This is an optimization exercise on Yosys and OpenROAD, whose aim is small area, a short achievable clock period and few clock cycles, not a production implementation.
In this exercise RTL edits were held to simulation tests only and were not proved equivalent to the original.

== old ==
==> flow/design.v (excerpt) <==
module geofence (clk, reset, X, Y, valid, is_inside);
  input clk;
  input reset;
  input [9:0] X;
  input [9:0] Y;
  output reg valid;
  output reg is_inside;
  localparam S_IN = 2'd0, S_SCAN = 2'd1, S_PAIR = 2'd2, S_WAIT = 2'd3;
  reg [1:0] st;
  reg [3:0] cnt;
  reg [2:0] scfg;
  reg [2:0] mask;
  reg [1:0] tp;
  reg       opp, hf;
  reg [2:0] ph, rnd;
  reg       res_q, rpos_q;
  wire in_q = (st == S_IN);
  wire dec  = in_q && (cnt == 4'd11);
  wire wrd  = in_q && (cnt >= 4'd2) && (cnt <= 4'd7);
  wire wrc  = in_q && (cnt >= 4'd5) && (cnt <= 4'd10);
  wire win  = in_q && (cnt >= 4'd7) && (cnt <= 4'd11);
  wire wout = in_q && (cnt >= 4'd9) && (cnt <= 4'd11);
  wire      vC = (cnt >= 4'd4) && (cnt <= 4'd9);
  wire      vD = (cnt >= 4'd5) && (cnt <= 4'd10);
  wire      vE = (cnt >= 4'd6) && (cnt <= 4'd11);
  reg [4:0] mC, mD;
  reg [5:1] cmpm;
  always @(*) begin
    case (cnt)
      4'd5:  mC = 5'b00001;
      4'd6:  mC = 5'b00011;
      4'd7:  mC = 5'b00111;
      4'd8:  mC = 5'b01111;
      4'd9:  mC = 5'b11111;
      default: mC = 5'b00000;
    endcase
    case (cnt)
      4'd6:  mD = 5'b00001;
      4'd7:  mD = 5'b00011;
      4'd8:  mD = 5'b00111;
      4'd9:  mD = 5'b01111;
      4'd10: mD = 5'b11111;
      default: mD = 5'b00000;
    endcase
    case (cnt)
      4'd7:  cmpm = 5'b00001;
      4'd8:  cmpm = 5'b00011;
      4'd9:  cmpm = 5'b00111;
      4'd10: cmpm = 5'b01111;
      4'd11: cmpm = 5'b11111;
      default: cmpm = 5'b00000;
    endcase
  end
  reg [9:0] tx, ty;
  always @(posedge clk) if (st == S_IN && cnt == 4'd1) begin tx <= X; ty <= Y; end
  ...
==> flow/config.mk <==
export PLATFORM = sky130hd
export DESIGN_NAME = geofence
export DESIGN_NICKNAME = geofence
export VERILOG_FILES = /design/flow/design.v
export SDC_FILE = /design/flow/constraint.sdc
export NUM_CORES = 4
export LEC_CHECK = 0
export ABC_AREA = 1
export ABC_CLOCK_PERIOD_IN_PS = 2450
export CAP_MARGIN = 20
export CORE_MARGIN = 2
export CORE_UTILIZATION = 55
export SETUP_SLACK_MARGIN = 3.05
export SLEW_MARGIN = 20
==> flow/constraint.sdc <==
create_clock -name core_clock -period 5.5 [get_ports {clk}]
set_input_delay 1.1000 -clock core_clock [delete_from_list [all_inputs] [get_ports {clk}]]
set_output_delay 1.1000 -clock core_clock [all_outputs]
set_load 0.01 [all_outputs]
run.sh (not shown) runs the stock make flow with config.mk's settings and CLKGATE_MAP_FILE= SYNTH_SCRIPT=/design/flow/synth_recipe.tcl, a recipe that flattens the netlist after the stock synthesis.
Testbench counts of old, summed over its fixed seeds: cycles 15,988.
Relative to old, the following input files were edited for new:
Settings: swapping 3.05 for 2.95 in SETUP_SLACK_MARGIN; swapping 2450 for 2550 in ABC_CLOCK_PERIOD_IN_PS.
### Flow results
Changes observed in new relative to old: vertical extent of the die closely matched the old numbers, maximum clock rate up 1.6%.
Relative to old, the cell area after layout of new is lower by about 3%.
Where routed wire length is concerned, old is outperformed by new.
Delta (new minus old): clock buffer and inverter area fraction after layout +0.17 points.

The RTL this note starts from:
==> flow/design.v <==
module geofence (clk, reset, X, Y, valid, is_inside);
  input clk;
  input reset;
  input [9:0] X;
  input [9:0] Y;
  output reg valid;
  output reg is_inside;
  localparam S_IN = 2'd0, S_SCAN = 2'd1, S_PAIR = 2'd2, S_WAIT = 2'd3;
  reg [1:0] st;
  reg [3:0] cnt;
  reg [2:0] scfg;
  reg [2:0] mask;
  reg [1:0] tp;
  reg       opp, hf;
  reg [2:0] ph, rnd;
  reg       res_q, rpos_q;
  reg [5:1] cmpm;           
  reg       dec, wrd, wrc;  
  reg [9:0] tx, ty;
  always @(posedge clk) if (st == S_IN && cnt == 4'd1) begin tx <= X; ty <= Y; end
  wire [10:0] dxp = {1'b0, X} - {1'b0, tx};
  wire [10:0] dxm = {1'b0, tx} - {1'b0, X};
  wire [10:0] dyp = {1'b0, Y} - {1'b0, ty};
  wire [10:0] dym = {1'b0, ty} - {1'b0, Y};
  wire        sxn = dxp[10];
  wire        syn = dyp[10];
  wire [9:0]  mxn = sxn ? dxm[9:0] : dxp[9:0];
  wire [9:0]  myn = syn ? dym[9:0] : dyp[9:0];
  reg [21:0] dr0, dr1, dr2, dr3, dr4, dr5;
  wire wr_d = wrd;
  always @(posedge clk) begin
    dr0 <= wr_d ? {sxn, mxn, syn, myn} : dr5;
    dr1 <= dr0; dr2 <= dr1; dr3 <= dr2; dr4 <= dr3; dr5 <= dr4;
  end
  wire       bsx = dr0[21];
  wire [9:0] bax = dr0[20:11];
  wire       bsy = dr0[10];
  wire [9:0] bay = dr0[9:0];
  wire nzx = |bax;
  wire nzy = |bay;
  wire q0 = ~bsx & nzx & ~bsy;
  wire q1 = (bsx | ~nzx) & ~bsy & nzy;
  wire q3 = ~bsx & bsy;
  wire [1:0] quad = {~q0 & ~q1, q1 | q3};
  wire odd = q1 | q3;
  wire lex = bay <= bax;
  wire eqx = bay == bax;
  wire half0 = odd ? (~lex | eqx) : lex;
  reg [9:0] ra, rb;         
  wire fb_a, fb_b;
  wire [9:0] n0 = fb_b ? rb : (fb_a ? ra : (lex ? bay : bax));
  wire [9:0] mxv = lex ? bax : bay;
  wire [11:0] x3 = {2'b00, bax} + {1'b0, bax, 1'b0};
  wire [11:0] y3 = {2'b00, bay} + {1'b0, bay, 1'b0};
  wire [11:0] mx3 = lex ? x3 : y3;
  reg [9:0] br, bd;
  reg [11:0] bd3;
  reg [1:0] bquad;
  reg       bh1;
  always @(posedge clk) begin
    br <= n0; bd <= mxv; bd3 <= mx3; bquad <= quad; bh1 <= ~half0;
  end
  function [11:0] r4step;
    input [9:0] r;
    input [9:0] d;
    input [11:0] d3;
    reg [12:0] t1, t2, t3;
    begin
      t1 = {1'b0, r, 2'b00} - {3'b000, d};
      t2 = {1'b0, r, 2'b00} - {2'b00, d, 1'b0};
      t3 = {1'b0, r, 2'b00} - {1'b0, d3};
      if (!t3[12])      r4step = {2'd3, t3[9:0]};
      else if (!t2[12]) r4step = {2'd2, t2[9:0]};
      else if (!t1[12]) r4step = {2'd1, t1[9:0]};
      else              r4step = {2'd0, r[7:0], 2'b00};
    end
  endfunction
  wire [11:0] sc = r4step(br, bd, bd3);
  reg [9:0] cr, cd;
  reg [11:0] cd3;
  reg [1:0] cq, cquad;
  reg       ch1;
  always @(posedge clk) begin
    cr <= sc[9:0]; cd <= bd; cd3 <= bd3; cq <= sc[11:10]; cquad <= bquad; ch1 <= bh1;
  end
  wire [11:0] sd = r4step(cr, cd, cd3);
  wire [3:0]  q4 = {cq, sd[11:10]};
  wire [9:0]  rem = sd[9:0];
  wire [6:0]  code = {cquad, ch1, ch1 ? ~q4 : q4};
  reg [9:0] e0, e1, e2, e3, e4, e5;
  wire [9:0] ev [0:5];
  assign ev[0] = e0; assign ev[1] = e1; assign ev[2] = e2;
  assign ev[3] = e3; assign ev[4] = e4; assign ev[5] = e5;
  wire [5:0] a_p, a_n, a_a;
  genvar g;
  generate
    for (g = 1; g < 6; g = g + 1) begin : cmpg
      wire [6:0] dl = e0[9:3] - ev[g][9:3];
      wire amb = dl[5:0] == 6'd0;
      wire en = cmpm[g];
      assign a_p[g] = en & ~amb & ~dl[6];
      assign a_n[g] = en & ~amb & dl[6];
      assign a_a[g] = en & amb;
    end
  endgenerate
  assign a_p[0] = 1'b0; assign a_n[0] = 1'b0; assign a_a[0] = 1'b0;
  wire [2:0] ua = rpos_q ? 3'b100 : 3'b010;
  wire [2:0] ub = rpos_q ? 3'b010 : 3'b100;
  wire [2:0] apos = (tp == 2'd1) ? 3'd0 : (3'd7 - {1'b0, tp});    
  wire [2:0] upd [0:5];
  wire [2:0] fin [0:5];
  generate
    for (g = 0; g < 6; g = g + 1) begin : updg
      assign fin[g] = (g == 0) ? {|a_n[5:1], |a_p[5:1], |a_a[5:1]}
                               : {a_p[g], a_n[g], a_a[g]};
      wire [2:0] u_fb = (res_q && g == 1) ? ub :
                        (res_q && g == apos) ? ua : 3'b000;
      assign upd[g] = fin[g] | u_fb;
    end
  endgenerate
  wire wr_c = wrc;
  always @(posedge clk) begin
    e0 <= wr_c ? {code, 3'b000} : (e5 | {7'd0, upd[5]});
    e1 <= e0 | {7'd0, upd[0]};
    e2 <= e1 | {7'd0, upd[1]};
    e3 <= e2 | {7'd0, upd[2]};
    e4 <= e3 | {7'd0, upd[3]};
    e5 <= e4 | {7'd0, upd[4]};
  end
  wire [5:0] fP, fN, fA;
  generate
    for (g = 0; g < 6; g = g + 1) begin : fg
      assign fP[g] = ev[g][2] | fin[g][2];
      assign fN[g] = ev[g][1] | fin[g][1];
      assign fA[g] = ev[g][0] | fin[g][0];
    end
  endgenerate
  wire ins_sure = &(fP & fN);
  wire out_sure = |(~fA & ~(fP & fN));
  wire [5:0] rP = {e5[2], e4[2], e3[2], e2[2], e1[2], e0[2]};
  wire [5:0] rN = {e5[1], e4[1], e3[1], e2[1], e1[1], e0[1]};
  wire ins_now = &(rP & rN);
  reg nb1, nb2, nb3;
  always @(posedge clk) begin
    nb1 <= e2[8:3] == e3[8:3];
    nb2 <= e2[8:3] == e4[8:3];
    nb3 <= e2[8:3] == e5[8:3];
  end
  wire amb1 = nb1;
  wire amb2 = nb2;
  wire amb3 = nb3 && (scfg < 3'd3);
  wire [2:0] pend = {amb3, amb2, amb1} & ~mask;
  wire [1:0] tsel = pend[0] ? 2'd1 : (pend[1] ? 2'd2 : 2'd3);
  wire [2:0] tbit = pend[0] ? 3'b001 : (pend[1] ? 3'b010 : 3'b100);
  wire       eb9 = (tsel == 2'd1) ? e4[9] : ((tsel == 2'd2) ? e5[9] : e0[9]);
  wire inp = (st == S_PAIR);
  assign fb_a = inp && (ph == 3'd0) && (rnd != 3'd0);
  assign fb_b = inp && (rnd != 3'd0) &&
                ((tp == 2'd1) ? (ph == 3'd5) : (tp == 2'd2) ? (ph == 3'd4) : (ph == 3'd3));
  wire a_d = inp && (ph == 3'd2);
  wire b_d = inp && ((tp == 2'd1) ? (ph == 3'd1 && rnd != 3'd0) :
                     (tp == 2'd2) ? (ph == 3'd0 && rnd != 3'd0) : (ph == 3'd5));
  wire [2:0] brnd = (tp == 2'd3) ? rnd : rnd - 3'd1;
  reg [3:0] ba, qb;
  reg       bchk, blast;
  wire differ = qb != ba;
  wire res = bchk && (differ || blast);
  wire rpos = differ & ((qb > ba) ^ hf ^ opp);
  always @(posedge clk) begin
    if (a_d) begin
      ra <= rem;
      ba <= q4;
    end
    if (b_d) rb <= rem;
    qb <= q4;
    bchk <= b_d && (brnd != 3'd0);
    blast <= brnd == 3'd5;
  end
  wire fin_scan = (st == S_SCAN) && (ins_now || (pend == 3'd0 && scfg == 3'd5));
  always @(posedge clk or posedge reset) begin
    if (reset) begin
      st <= S_IN;
      cnt <= 4'd1;
      scfg <= 3'd0;
      mask <= 3'd0;
      tp <= 2'd1;
      opp <= 1'b0;
      hf <= 1'b0;
      ph <= 3'd0;
      rnd <= 3'd0;
      res_q <= 1'b0;
      rpos_q <= 1'b0;
      cmpm <= 5'd0;
      dec <= 1'b0;
      wrd <= 1'b0;
      wrc <= 1'b0;
      valid <= 1'b0;
      is_inside <= 1'b0;
    end else begin
      res_q <= res;
      rpos_q <= rpos;
      valid <= 1'b0;
      cmpm <= (st == S_IN && cnt >= 4'd6 && cnt <= 4'd10) ? {cmpm[4:1], 1'b1} : 5'd0;
      dec <= (st == S_IN && cnt == 4'd10);
      wrd <= (st == S_IN && cnt >= 4'd1 && cnt <= 4'd6);
      wrc <= (st == S_IN && cnt >= 4'd4 && cnt <= 4'd9);
      case (st)
        S_IN: begin
          scfg <= 3'd0;
          mask <= 3'd0;
          if (dec) begin
            cnt <= 4'd12;
            valid <= ins_sure | out_sure;
            is_inside <= ins_sure;
            if (!(ins_sure | out_sure))
              st <= S_SCAN;
          end else if (cnt == 4'd12)
            cnt <= 4'd1;
          else
            cnt <= cnt + 4'd1;
        end
        S_SCAN: begin
          if (fin_scan) begin
            valid <= 1'b1;
            is_inside <= ins_now;
            st <= S_IN;
            cnt <= 4'd12;
          end else if (pend == 3'd0) begin
            scfg <= scfg + 3'd1;
            mask <= 3'd0;
          end else begin
            st <= S_PAIR;
            tp <= tsel;
            mask <= mask | tbit;
            opp <= e3[9] ^ eb9;
            hf <= e3[7];
            ph <= 3'd1;
            rnd <= 3'd0;
          end
        end
        default: begin  
          if (ph == 3'd5) begin
            ph <= 3'd0;
            rnd <= rnd + 3'd1;
          end else
            ph <= ph + 3'd1;
          if (st == S_PAIR && res)
            st <= S_WAIT;
          else if (st == S_WAIT && ph == 3'd5)
            st <= S_SCAN;
        end
      endcase
    end
  end
endmodule
Settings: LEC_CHECK=0, ABC_AREA=1, ABC_CLOCK_PERIOD_IN_PS=2700, CAP_MARGIN=20, CORE_MARGIN=2, CORE_UTILIZATION=55, SETUP_SLACK_MARGIN=2.85, SLEW_MARGIN=20; clock period 5.5 ns.
Testbench counts at the start, summed over its fixed seeds: cycles 20,092.
Edit:
ABC_AREA = not set   (was 1)
ABC_CLOCK_PERIOD_IN_PS = 2800   (was 2700)
SETUP_SLACK_MARGIN = 3.0   (was 2.85)
The new run finished clean. Non-clock buffer count rises by 92. Cell count is lower by about 10%.

==> separate check: timing with driven ports <==
No port has a modelled driver above. Below, the same layouts with a new extraction and two added sets of constraints.
Step 1: set_driving_cell puts a clkbuf_16 on clk and a buf_2 on each other input, an assumption about the parent block.
Step 2 times the ports against the registers' clock, not the clock port: input delays grow and output delays shrink by t, the midpoint of the rising clock arrivals with the driver on.
Slacks: ideal ports / drivers / drivers and shift; pairs: ideal ports / drivers.
run	t, ns	slack for setup (ns)	hold slack, ns	worst setup path after step 2	worst slew at a driven data input, ns
old	0.593	2.847 / 2.847 / 2.341	0.325 / 0.325 / 0.325	input to register	0.06
new	0.591	2.890 / 2.898 / 2.307	0.324 / 0.324 / 0.324	input to register	0.06
the first run of note 2	0.579	2.883 / 2.830 / 2.366	0.322 / 0.322 / 0.322	input to register	0.05
the second run of note 2	0.562	2.177 / 2.151 / 1.589	0.317 / 0.317 / 0.317	input to register	0.08
After both steps setup and hold are still met in every run listed. The setup slack of the second run of note 2, which loses most, moves by -0.026 ns with the drivers and by -0.588 ns with both steps.
